Source: an optimization exercise on an open RTL-to-GDS flow (aim: small area and a short achievable clock period). Production flows keep margins and buffers that such runs may drop. At most, simulation tests tie the RTL to the original design; equivalence was not proved. Power and IR drop assume default switching activity.

zinc:
Design ALU_TOP, start of the top module:
module ALU_TOP #(
  parameter DATA_WIDTH = 16
  ) (
  input wire [DATA_WIDTH - 1 : 0] A,
  input wire [DATA_WIDTH - 1 : 0] B,
  input wire [3:0] ALU_FUN,
  input wire CLK,
  output wire [DATA_WIDTH - 1 : 0] Arith_OUT,
  output wire Carry_OUT,
  output wire Arith_Flag,
  output wire [DATA_WIDTH - 1 : 0] Logic_OUT,
  output wire Logic_Flag,
  output wire [DATA_WIDTH - 1 : 0] Shift_OUT,
  output wire Shift_Flag,
  output wire [DATA_WIDTH - 1 : 0] CMP_OUT,
  output wire CMP_Flag
  );
  localparam K = 8;    
  wire [15:0] q_pre;
  wire [15:0] r_pre;
  wire [17:0] b3_pre = {2'b00, B} + {1'b0, B, 1'b0};
  DIV_R4 #(.FIRST(0), .LAST(K - 1)) U_div_pre (
    .a(A), .b(B), .b3(b3_pre), .r_in(16'd0), .q(q_pre), .r_out(r_pre)
  );
  reg [15:0] a_q, b_q;
  reg [3:0]  fun_q;
  reg [K-1:0] qh_q;
  reg [K-1:0] r_q;
  reg [17:0] b3_q;
  always @(posedge CLK) begin
    a_q   <= A;
    b_q   <= B;
    fun_q <= ALU_FUN;
    qh_q  <= q_pre[15:16-K];
    r_q   <= r_pre[K-1:0];
    b3_q  <= b3_pre;
  end
  wire [15:0] q_post;
  ...
For scale: about 2700 cells after synthesis, ~69 flip-flops, ~110 I/O pins.
clock: 38.0 ns
lec_check: 0
cap_margin: 20
core_margin: 2
core_utilization: 60
slew_margin: 20
standard.sh (not shown) runs the stock make flow with config.mk's settings and CLKGATE_MAP_FILE= SYNTH_SCRIPT=/design/flow/synth_recipe.tcl, a recipe that flattens the netlist after the stock synthesis.
==> flow/flow/run.sh <==
#!/bin/bash
# The standard layout, with the resizer's setup repair aimed well below the
# clock period (the SDC is unchanged; only how hard repair_timing works).
set -euo pipefail
bash standard.sh SETUP_SLACK_MARGIN=23 finish > standard_make.log 2>&1
zinc finished all stages; the layout is clean.
What xenon does differently from zinc at the input level:
Settings: TNS_END_PERCENT now 0, previously not set.
==> flow/flow/run.sh <==
#!/bin/bash
# The standard layout, with the resizer's setup repair aimed well below the
# clock period (the SDC is unchanged; only how hard repair_timing works).
set -euo pipefail
bash standard.sh SETUP_SLACK_MARGIN=22 finish > standard_make.log 2>&1
Findings:
xenon completed; timing, DRC and antenna clean
[compare] base=zinc new=xenon: global-route usage -1.2 points, combinational cell fraction of total power +1.3 points, number of ordinary inverters in the final layout ~0 delta.
Looking only at clock buffer count, and setting everything else aside, the higher value of zinc and xenon goes to xenon.
No run of this note included a check of the RTL's function; only the layout flow was run.

* * *

== JK ==
The RTL this note starts from:
==> flow/design.v <==
module SUBW #(
  parameter W = 8
  ) (
  input  wire [W-1:0] x,
  input  wire [W-1:0] y,
  output wire [W-1:0] d,
  output wire         bo
  );
  wire [W-1:0] G [0:5];
  wire [W-1:0] P [0:5];
  assign G[0] = ~x & y;
  assign P[0] = ~x | y;
  genvar l, j;
  generate
    for (l = 0; l < 5; l = l + 1) begin : g_lvl
      for (j = 0; j < W; j = j + 1) begin : g_bit
        if (j >= (1 << l)) begin : g_c
          assign G[l+1][j] = G[l][j] | (P[l][j] & G[l][j - (1 << l)]);
          assign P[l+1][j] = P[l][j] & P[l][j - (1 << l)];
        end else begin : g_p
          assign G[l+1][j] = G[l][j];
          assign P[l+1][j] = P[l][j];
        end
      end
    end
  endgenerate
  wire [W:0] c = {G[5], 1'b0};
  wire [W-1:0] yc = y ^ c[W-1:0];
  assign d  = x ^ yc;
  assign bo = c[W];
endmodule
module DIV_R4 #(
  parameter FIRST = 0,
  parameter LAST = 15
  ) (
  input  wire [15:0] a,
  input  wire [15:0] b,
  input  wire [17:0] b3,      
  input  wire [15:0] r_in,
  output wire [15:0] q,
  output wire [15:0] r_out
  );
  wire [16:0] b2 = {b, 1'b0};
  wire [18:0] hi1, hi2, hi3;
  assign hi1[18] = 1'b0;
  assign hi2[18] = 1'b0;
  assign hi3[18] = 1'b0;
  genvar w;
  generate
    for (w = 17; w >= 0; w = w - 1) begin : g_hi
      assign hi1[w] = hi1[w + 1] | ((w < 16) ? b[w < 16 ? w : 0] : 1'b0);
      assign hi2[w] = hi2[w + 1] | ((w < 17) ? b2[w < 17 ? w : 0] : 1'b0);
      assign hi3[w] = hi3[w + 1] | b3[w];
    end
  endgenerate
  wire [15:0] r [FIRST:LAST + 2];
  assign r[FIRST] = r_in;
  genvar s;
  generate
    for (s = FIRST; s <= LAST; s = s + 2) begin : g_step
      localparam W = s + 2;
      wire [W-1:0] x;
      if (s == 0) begin : g_x0
        assign x = a[15:14];
      end else begin : g_xn
        assign x = {r[s][s-1:0], a[15-s], a[14-s]};
      end
      wire [W-1:0] d1, d2, d3;
      wire bo1, bo2, bo3;
      SUBW #(.W(W)) U_s1 (.x(x), .y(b [W-1:0]), .d(d1), .bo(bo1));
      SUBW #(.W(W)) U_s2 (.x(x), .y(b2[W-1:0]), .d(d2), .bo(bo2));
      SUBW #(.W(W)) U_s3 (.x(x), .y(b3[W-1:0]), .d(d3), .bo(bo3));
      wire ge1 = ~bo1 & ~hi1[W];
      wire ge2 = ~bo2 & ~hi2[W];
      wire ge3 = ~bo3 & ~hi3[W];
      assign q[15-s] = ge2;
      assign q[14-s] = ge3 | (ge1 & ~ge2);
      wire [W-1:0] rn = ge3 ? d3 : ge2 ? d2 : ge1 ? d1 : x;
      if (W >= 16) begin : g_last
        assign r[s+2] = rn[15:0];
      end else begin : g_mid
        assign r[s+2] = {{(16-W){1'b0}}, rn};
      end
    end
  endgenerate
  assign r_out = r[LAST + 1];
  genvar u;
  generate
    for (u = 0; u < 16; u = u + 1) begin : g_q
      if (u > 15 - FIRST || u < 15 - LAST) begin : g_z
        assign q[u] = 1'b0;
      end
    end
  endgenerate
endmodule
module ALU_TOP #(
  parameter DATA_WIDTH = 16
  ) (
  input wire [DATA_WIDTH - 1 : 0] A,
  input wire [DATA_WIDTH - 1 : 0] B,
  input wire [3:0] ALU_FUN,
  input wire CLK,
  output wire [DATA_WIDTH - 1 : 0] Arith_OUT,
  output wire Carry_OUT,
  output wire Arith_Flag,
  output wire [DATA_WIDTH - 1 : 0] Logic_OUT,
  output wire Logic_Flag,
  output wire [DATA_WIDTH - 1 : 0] Shift_OUT,
  output wire Shift_Flag,
  output wire [DATA_WIDTH - 1 : 0] CMP_OUT,
  output wire CMP_Flag
  );
  localparam K = 8;    
  wire [15:0] q_pre;
  wire [15:0] r_pre;
  wire [17:0] b3_pre = {2'b00, B} + {1'b0, B, 1'b0};
  DIV_R4 #(.FIRST(0), .LAST(K - 1)) U_div_pre (
    .a(A), .b(B), .b3(b3_pre), .r_in(16'd0), .q(q_pre), .r_out(r_pre)
  );
  reg [15:0] a_q, b_q;
  reg [3:0]  fun_q;
  reg [K-1:0] qh_q;
  reg [K-1:0] r_q;
  reg [17:0] b3_q;
  always @(posedge CLK) begin
    a_q   <= A;
    b_q   <= B;
    fun_q <= ALU_FUN;
    qh_q  <= q_pre[15:16-K];
    r_q   <= r_pre[K-1:0];
    b3_q  <= b3_pre;
  end
  wire [15:0] q_post;
  wire [15:0] r_post;
  DIV_R4 #(.FIRST(K), .LAST(15)) U_div_post (
    .a(a_q), .b(b_q), .b3(b3_q), .r_in({{(16-K){1'b0}}, r_q}), .q(q_post), .r_out(r_post)
  );
  wire [15:0] quot = {qh_q, q_post[15-K:0]};
  wire [16:0] sum  = {1'b0, a_q} + {1'b0, b_q};
  wire [16:0] dif  = {1'b0, a_q} - {1'b0, b_q};
  wire [16:0] prod = a_q * b_q;
  wire sel_arith = (fun_q[3:2] == 2'b00);
  wire sel_logic = (fun_q[3:2] == 2'b01);
  wire sel_cmp   = (fun_q[3:2] == 2'b10);
  wire sel_shift = (fun_q[3:2] == 2'b11);
  reg [16:0] arith;
  always @(*) begin
    case (fun_q[1:0])
      2'b00: arith = sum;
      2'b01: arith = dif;
      2'b10: arith = prod;
      default: arith = {1'b0, quot};
    endcase
  end
  assign {Carry_OUT, Arith_OUT} = sel_arith ? arith : 17'd0;
  assign Arith_Flag = sel_arith;
  reg [15:0] logic_r;
  always @(*) begin
    case (fun_q[1:0])
      2'b00: logic_r = a_q & b_q;
      2'b01: logic_r = a_q | b_q;
      2'b10: logic_r = ~(a_q & b_q);
      default: logic_r = ~(a_q | b_q);
    endcase
  end
  assign Logic_OUT  = sel_logic ? logic_r : 16'd0;
  assign Logic_Flag = sel_logic;
  reg [1:0] cmp_r;
  always @(*) begin
    case (fun_q[1:0])
      2'b00: cmp_r = 2'd0;
      2'b01: cmp_r = (a_q == b_q) ? 2'd1 : 2'd0;
      2'b10: cmp_r = (a_q > b_q) ? 2'd2 : 2'd0;
      default: cmp_r = (a_q < b_q) ? 2'd3 : 2'd0;
    endcase
  end
  assign CMP_OUT  = sel_cmp ? {14'd0, cmp_r} : 16'd0;
  assign CMP_Flag = sel_cmp;
  reg [15:0] shift_r;
  always @(*) begin
    case (fun_q[1:0])
      2'b00: shift_r = a_q >> 1;
      2'b01: shift_r = a_q << 1;
      2'b10: shift_r = b_q >> 1;
      default: shift_r = b_q << 1;
    endcase
  end
  assign Shift_OUT  = sel_shift ? shift_r : 16'd0;
  assign Shift_Flag = sel_shift;
endmodule
==> flow/config.mk <==
export PLATFORM = sky130hd
export DESIGN_NAME = ALU_TOP
export DESIGN_NICKNAME = ALU_TOP
export VERILOG_FILES = /design/flow/design.v
export SDC_FILE = /design/flow/constraint.sdc
export NUM_CORES = 4
export LEC_CHECK = 0
export CAP_MARGIN = 20
export CORE_MARGIN = 2
export CORE_UTILIZATION = 40
export SLEW_MARGIN = 20
==> flow/constraint.sdc <==
create_clock -name core_clock -period 38.0 [get_ports {CLK}]
set_input_delay 7.6000 -clock core_clock [delete_from_list [all_inputs] [get_ports {CLK}]]
set_output_delay 7.6000 -clock core_clock [all_outputs]
set_load 0.01 [all_outputs]
==> flow/flow/run.sh <==
#!/bin/bash
# The standard layout, with the resizer's setup repair aimed well below the
# clock period (the SDC is unchanged; only how hard repair_timing works).
set -euo pipefail
MARGIN=${MARGIN:-22}
bash standard.sh SETUP_SLACK_MARGIN=$MARGIN finish > standard_make.log 2>&1
Having completed the whole flow, JK delivered a layout that passed the timing, design-rule and antenna checks.
The inputs of MS differ from those of JK as listed below.
==> flow/run.sh (new file) <==
#!/bin/bash
# synth_recipe.tcl (not shown) runs the flow's synth.tcl, then flattens the netlist and writes it again
# the make line also repeats each setting of config.mk as NAME=value (left out here)
make -C /OpenROAD-flow-scripts/flow DESIGN_CONFIG=/design/flow/config.mk WORK_HOME=/design/flow/orfs CLKGATE_MAP_FILE= SYNTH_SCRIPT=/design/flow/synth_recipe.tcl finish
removed: flow/flow/run.sh
removed: flow/standard.sh
Notes after the runs:
Reported for MS and JK, number of ordinary inverters in the final layout turned out identical to the last digit.
Sort MS and JK by non-clock buffer total of the final layout asc -> top: MS
MS finished all stages; the layout is clean.
MS against JK: cell area after placement lower; global routing usage on met3 lower; sequential share of layout area higher; power lower.
No run of this note included a check of the RTL's function; only the layout flow was run.

* * *

Setup of red:
ALU_TOP, a different RTL version from the one above (not shown whole).
Size: ~0.018 sq mm of cells after synthesis.
==> flow/config.mk <==
export PLATFORM = sky130hd
export DESIGN_NAME = ALU_TOP
export DESIGN_NICKNAME = ALU_TOP
export VERILOG_FILES = /design/flow/design.v
export SDC_FILE = /design/flow/constraint.sdc
export NUM_CORES = 4
export LEC_CHECK = 0
export ABC_AREA = 1
export CAP_MARGIN = 20
export CORE_MARGIN = 2
export CORE_UTILIZATION = 60
export SLEW_MARGIN = 20
export TNS_END_PERCENT = 0
==> flow/constraint.sdc <==
create_clock -name core_clock -period 38.0 [get_ports {CLK}]
set_input_delay 7.6000 -clock core_clock [delete_from_list [all_inputs] [get_ports {CLK}]]
set_output_delay 7.6000 -clock core_clock [all_outputs]
set_load 0.01 [all_outputs]
==> flow/flow/run.sh <==
#!/bin/bash
set -euo pipefail
MARGIN=23.5
bash standard.sh ADDER_MAP_FILE= SETUP_SLACK_MARGIN=$MARGIN \
  "BUFFER_PORTS_ARGS=-buffer_cell sky130_fd_sc_hd__buf_2" finish > standard_make.log 2>&1
The following lists how blue was set up differently from red:
==> flow/flow/run.sh <==
#!/bin/bash
# The standard layout with two changes to how it is made (the SDC, clock
# period and constraints are unchanged):
#  - synthesis leaves adders to ABC instead of mapping them to full/half-adder
#    cells first (ADDER_MAP_FILE empty skips extract_fa); registers are the
#    same as in the standard synthesis;
#  - the resizer's setup repair aims at a slack well above zero, so it keeps
#    sizing the critical path after the 38 ns clock is met.
set -euo pipefail
MARGIN=23.5
bash standard.sh ADDER_MAP_FILE= SETUP_SLACK_MARGIN=$MARGIN finish > standard_make.log 2>&1
-- flow/config.mk --
<<< red, line 7
export LEC_CHECK = 0
export ABC_AREA = 1
export CAP_MARGIN = 20
>>> blue, line 7
export LEC_CHECK = 0
export CAP_MARGIN = 20
### Flow results
- Looking at clock buffer count in the final layout across blue and red, the one that comes out lower is red.
- blue against red: met2 track demand over resource in global routing held, netlist area before placement went up 1.9%.
- blue reports a lower estimated wirelength of the detail-placed design than red does.
- Going from red to blue, final hold slack grows by 0.34 ns.
- blue vs red — global-route usage rose 1.3 points.
- In blue the core utilization turned out 10 points higher than in red.
- Comparing blue and red, setup slack after layout is higher on red.
- From blue to red, layout sequential cell count did not move at all.
- Of blue and red, the lower time the final worst path needs with I/O delays and setup belongs to red.

-- port drivers added, routing unchanged --
Ports are ideal in the flow. The routed layouts listed here were re-timed in OpenROAD. Step 1 (the two cells are an assumption about what drives the block):
set clk [get_ports {CLK}]
set_driving_cell -lib_cell sky130_fd_sc_hd__clkbuf_16 $clk
set_driving_cell -lib_cell sky130_fd_sc_hd__buf_2 [delete_from_list [all_inputs] $clk]
Step 2 also shifts input and output timing later by t, the mid clock arrival at the registers, as if the neighbouring blocks saw the same clock. Three values: no drivers, after step 1, after step 2; two values: the first two.
run | t (ns) | setup WS [ns] | hold slack, ns
zinc | 0.424 | 21.617 / 21.561 / 21.922 | 7.483 / 7.450 / 7.874
xenon | 0.424 | 21.450 / 21.396 / 21.393 | 7.668 / 7.639 / 8.063
JK | 0.431 | 21.552 / 21.502 / 21.809 | 7.501 / 7.473 / 7.904
MS | 0.436 | 18.602 / 18.551 / 18.987 | 7.646 / 7.620 / 8.056
red | 0.422 | 23.888 / 23.836 / 24.258 | 7.313 / 7.286 / 7.708
blue | 0.432 | 21.798 / 21.742 / 21.729 | 7.654 / 7.628 / 8.060
After both steps setup and hold are still met in every run listed. For blue, which loses most, drivers alone change the setup slack by -0.056 ns; drivers and shift together by -0.069 ns.
